This is an optimization exercise on Yosys and OpenROAD, whose aim is small area and a short achievable clock period, not a production implementation.
Function was not checked in any run shown here: the RTL went through the layout flow alone.
Power figures rest on the tool's default switching activity, not on a simulated workload.

## flow/design.v (module list and top-level ports; edited modules follow where they fit)
// module neurona_capa_1: 1347 lines
// module nfa: 4 lines
// module nha: 4 lines
// module nx2: 3 lines
// module nxn2: 3 lines
module neurona_capa_1(
    weight_0, weight_1, weight_2, weight_3, weight_4, weight_5, weight_6, weight_7, weight_8, weight_9, weight_10, weight_11, weight_12, weight_13, weight_14, weight_15, weight_16, weight_17, weight_18, weight_19, weight_20, weight_21, weight_22, weight_23, weight_24, weight_25, weight_26, weight_27, weight_28, weight_29, weight_30, weight_31, weight_32, weight_33, weight_34, weight_35, weight_36, weight_37, weight_38, weight_39, weight_40, weight_41, weight_42, weight_43, weight_44, weight_45, weight_46, weight_47, weight_48,
    pixel_0, pixel_1, pixel_2, pixel_3, pixel_4, pixel_5, pixel_6, pixel_7, pixel_8, pixel_9, pixel_10, pixel_11, pixel_12, pixel_13, pixel_14, pixel_15, pixel_16, pixel_17, pixel_18, pixel_19, pixel_20, pixel_21, pixel_22, pixel_23, pixel_24, pixel_25, pixel_26, pixel_27, pixel_28, pixel_29, pixel_30, pixel_31, pixel_32, pixel_33, pixel_34, pixel_35, pixel_36, pixel_37, pixel_38, pixel_39, pixel_40, pixel_41, pixel_42, pixel_43, pixel_44, pixel_45, pixel_46, pixel_47, pixel_48,
    clk, out
);
  // ...
==> flow/flow/run.sh <==
#!/bin/bash
# Own layout flow: the standard flow (standard.sh, unchanged synthesis),
# except that the port buffers buffer_ports inserts are buf_1 cells rather
# than the default it picks; timing repair resizes them where needed.
set -euo pipefail
export BUFFER_PORTS_ARGS="-buffer_cell sky130_fd_sc_hd__buf_1"
bash standard.sh > standard.log 2>&1
==> flow/standard.sh <==
#!/bin/bash
# synth_recipe.tcl (not shown) runs the flow's synth.tcl, then flattens the netlist and writes it again
# the make line also repeats each setting of config.mk as NAME=value (left out here)
make -C /OpenROAD-flow-scripts/flow DESIGN_CONFIG=/design/flow/config.mk WORK_HOME=/design/flow/orfs CLKGATE_MAP_FILE= SYNTH_SCRIPT=/design/flow/synth_recipe.tcl "${@:-finish}"
==> flow/config.mk <==
export PLATFORM = sky130hd
export DESIGN_NAME = neurona_capa_1
export DESIGN_NICKNAME = neurona_capa_1
export VERILOG_FILES = /design/flow/design.v
export SDC_FILE = /design/flow/constraint.sdc
export NUM_CORES = 4
export LEC_CHECK = 0
export CAP_MARGIN = 20
export CORE_MARGIN = 2
export CORE_UTILIZATION = 40
export SETUP_SLACK_MARGIN = 5.0
export SLEW_MARGIN = 20
export SYNTH_HIERARCHICAL = 1
export SYNTH_MINIMUM_KEEP_SIZE = 0
==> flow/constraint.sdc <==
create_clock -name core_clock -period 8.0 [get_ports {clk}]
set_input_delay 1.6000 -clock core_clock [delete_from_list [all_inputs] [get_ports {clk}]]
set_output_delay 1.6000 -clock core_clock [all_outputs]
set_load 0.01 [all_outputs]
==> flow_metrics.tcl, run 1 <==
set metrics [dict create \
    status "finished clean" \
    h-tree-depth 3 \
    cts_buffers 9 \
    grt_pass1_vias 9318 \
    routed.top_layer "met4" \
    async_flop_share 0 \
    powerComb_mw 4.07 \
    cts-root-buf "clkbuf_16" \
    syn_avg_cell_area_sq_um 10.7 \
    rsz0062_at_grt "true" \
    crit_fanout 8 \
    r2r_cells 7 \
    yosys.area_share.simple 0.149 \
    top_usage_layer "met2" \
    criticalPathCategory "primary input to flip-flop" \
    dominant_cells "multi-input combinational cells" \
    max_cap_violations 0 \
    worstHoldStart "r1[0]" \
    layout_common_cells "buf_1, fa_2, nand2_1" \
    ant_nets 0 \
    multiInputGateArea_sq_mm 0.00988 \
    synth_edf_count 0 \
    pwr-share-clk 0.083 \
    peakVddDrop_uv 775 \
    routabilityCongestion 0.975 \
    cts-resized-gates 451 \
    final_common_cell "buf_1" \
    wl_per_cell_um 23.1 \
    yosys_warnings 7 \
    synth_compound_area_frac 0.00591 \
    area_growth_pct 47.2 \
    clk_share 0.0216 \
    critPathArrivalTime_ns 3.87 \
    seq_cell_count 78 \
    vias 8294 \
    grt_start_max_net_pins 15 \
    grt_util_met2 0.558 \
    powerSeq_uw 801 \
    cts_sinks 78 \
    hold_buffers 0 \
    viasPerCell 4.86 \
]
==> inputs of run 2 (changes only) <==
--- a/flow/config.mk
+++ b/flow/config.mk
@@ -10,3 +10,3 @@
 export CORE_UTILIZATION = 40
-export SETUP_SLACK_MARGIN = 5.0
+export SETUP_SLACK_MARGIN = 4.5
 export SLEW_MARGIN = 20
==> run 2 against run 1 <==
Compared with the run above:
- still clean on timing, DRC and antenna
- core utilization decreased by 3.1 points
- clock skew decreased by 0.0035 ns
- flip-flop and latch count unchanged
- global-route usage decreased by 0.18 points
- hold slack got worse by 0.0094 ns
- setup slack got worse by 0.0039 ns
- sequential power about the same
- via count decreased by 1.5%
- total power decreased by 5.3%
- wire length decreased by 2.4%
- synthesized cell count unchanged
- largest cell class unchanged
- largest power group unchanged
==> flow_metrics.tcl, run 2 <==
set metrics [dict create \
    power_density_mw_per_mm2 355 \
    instances_no_fill 1693 \
    criticalPathCategory "primary input to flip-flop" \
    slew_headroom 0.776 \
    preCtsSetupSlack_ns 3.35 \
    ioPinCount 450 \
    routabilityCongestion 0.967 \
    p_leak_nw 5.03 \
    crit_chain "buf_12 -> nand2_4 -> fa_2 -> fa_2 -> fa_2 -> fa_2" \
    worstReg2RegEnd "r2_p704" \
    route.detailed.drc 0 \
    synth_most_common_cell "nand2_1" \
    worst_setup_path_start_kind "primary input" \
    async_flop_share 0 \
    grt_usage 0.299 \
    placed_cells 1667 \
    syn_area_sq_mm 0.0102 \
    cts-root-buf "clkbuf_16" \
    worstSetupEndpoint "r1[21]" \
    crit_fanout 8 \
    grt_pass1_vias 9492 \
    clk_transition_reported_paths_ns 0.06 \
    multiInputGateArea_sq_mm 0.00936 \
    post-route-period-util 0.456 \
    synthDistinctLibCells 16 \
    syn_avg_cell_area_sq_um 10.7 \
    nFillCells 2250 \
    final_common_cell "buf_1" \
    max_cap_violations 0 \
    holdCritPathClass "flip-flop to flip-flop" \
    initial_core_util 0.406 \
    setup-violations-final 0 \
    crit_top_cell "fa_2" \
    wl_per_cell_um 22.8 \
    critPathArrivalTime_ns 3.87 \
    cts_tree "built" \
    postPlaceCellArea_sq_mm 0.0127 \
    viasPerCell 4.83 \
    ys.flop_type "dfxtp_1" \
    clock_latency_ns 0.34 \
    largest_register "r1" \
    ys_seq_area_frac 0.154 \
    drt_iter0_drc 366 \
    vias 8171 \
    hpwl_mm 34.9 \
    port_buffers 449 \
    endpoint_kind "flip-flop" \
    synth.top_cell.area_share 0.556 \
    synthTopCellsByCount "nand2_1, fa_1, xor2_1" \
    grt-ovfl-total 0 \
    synthCells 945 \
    rsz0062_at_grt "true" \
    seqCellArea_sq_mm 0.00156 \
    crit_slowest_cell "fa_2" \
    layout_common_cells "buf_1, nand2_1, fa_2" \
    p_total_mw 5.03 \
    grt_start_max_net_pins 14 \
    ant_nets 0 \
    dieArea_sq_mm 0.0267 \
    fin_util 0.566 \
    synth_area_leaders "fa_1, dfxtp_1, nand2_1" \
    finalHoldViolCount 0 \
    slowest_delay_ns 0.59 \
    layout-drive-gt1-share 0.340 \
    core_sq_mm 0.0250 \
    largest_reg_flops 61 \
    post-route-min-period_ns 3.65 \
    wirelength_mm 38.6 \
    fmax_mhz 274 \
    fin_nets 2093 \
    yosys_warnings 7 \
    die_h_um 163 \
    cts_buffer_depth 2 \
    cts_buffers 9 \
    peakVddDrop_uv 561 \
    worst_slew_pin_slew_ns 0.335 \
    ys_ff_latch 78 \
    design_area_sq_mm 0.0142 \
    syn-num-nets 1681 \
    drv_slew 0 \
    setup_tns_ns 0 \
    rr_startpoint "r1[33]" \
    first_pass_iters 5 \
    synth_edf_count 0 \
    grt_pass1_wl_mm 55.7 \
    cts_sinks 78 \
    crit_start "pixel_13" \
    worstPathRequired_ns 8.21 \
    antenna_found_initial 0 \
    h-tree-depth 3 \
    status "finished clean" \
    hold_buffers 0 \
    r2r_slack_ns 4.96 \
    std_cell_rows 58 \
    worst_slack_ns 4.35 \
    finClkSkew_ns 0.00507 \
    whs_ns 0.361 \
    yosys.area.top_type "fa_1" \
    r2r_cells 7 \
    area_growth_pct 39.5 \
    die_w_um 163 \
]
-- run 2: critical path, delay by kind of cell --
family / cells / cell delay, ns
adder cells (fa/ha/maj): 4 / 2.10
buffers and inverters: 1 / 0.11
AND/OR/NAND/NOR: 1 / 0.05
-- run 2: layer usage --
metal,track usage,share of wire
met1,0.352,0.37
met2,0.555,0.55
met3,0.0424,0.042
met4,0.106,0.040
met5,0,0
-- run 2: modules after synthesis, one instance, submodules excluded --
module | copies in the design | cell area (sq um)
nxn2 | 8 | 8.76
nx2 | 96 | 8.76
neurona_capa_1 | 1 | 3450
nha | 12 | 12.5
nfa | 282 | 20.0
-- run 2: power by group --
part	switching, mW	internal, mW
combinational	1.96	1.86
clock	0.163	0.249
sequential	0.100	0.703
-- run 2: final cells by class --
type / instances / area share
clock buffer: 10 / 0.0169
timing repair buffer: 458 / 0.178
antenna: 1 / 0.000177
multi-input combinational: 808 / 0.661
inverter: 2 / 0.000530
sequential: 78 / 0.110
clock inverter: 6 / 0.00433
tap: 330 / 0.0291
-- run 2: worst min-delay path by stage --
stage | cells past startpoint | slack, ns | end | start
after floorplan | 1 | 0.34 | r2_p713 | r1[0]
after global placement | 1 | 0.35 | r2_p713 | r1[0]
after detailed placement | 1 | 0.35 | r2_p713 | r1[0]
after CTS | 1 | 0.36 | r2_p713 | r1[0]
after global routing | 1 | 0.39 | r2_p713 | r1[0]
final | 1 | 0.36 | r2_p713 | r1[0]
-- run 2: kinds of logic after synthesis --
kind of cell             synth area share
AO/OA/AOI/OAI                     0.00591
XOR/XNOR                           0.0897
AND/OR/NAND/NOR                     0.149
adder cells (fa/ha/maj)             0.571
flip-flops                          0.154
buffers and inverters              0.0308
-- run 2: what timing repair did --
item / 4_1_cts / 5_1_grt
pin swaps: 89 / 112
buffers inserted: 2 / 7
endpoints found under the setup margin: 61 / 22
endpoints found under the hold margin: 0 / 0
resized for setup: 287 / 113

-- re-timing with driven ports --
No port has a modelled driver above. Below, the same layouts with a new extraction and two added sets of constraints. Step 1, drivers: a clkbuf_16 drives clk and a buf_2 each remaining input, both assumed. Step 2, shift: input delay + t, output delay - t, t = (earliest + latest rising clock arrival at the registers) / 2. This alone moves slack from input paths to output paths. a / b / c = no drivers / after step 1 / after step 2; a / b = the first two.
run | shift t [ns] | setup WS [ns] | worst setup path at the end
run 1 | 0.370 | 4.353 / 4.304 / 3.933 | input to register
run 2 | 0.374 | 4.349 / 4.321 / 3.946 | input to register
After both steps setup and hold are still met in every run listed. The setup slack of run 1, which loses most, moves by -0.049 ns with the drivers and by -0.420 ns with both steps.
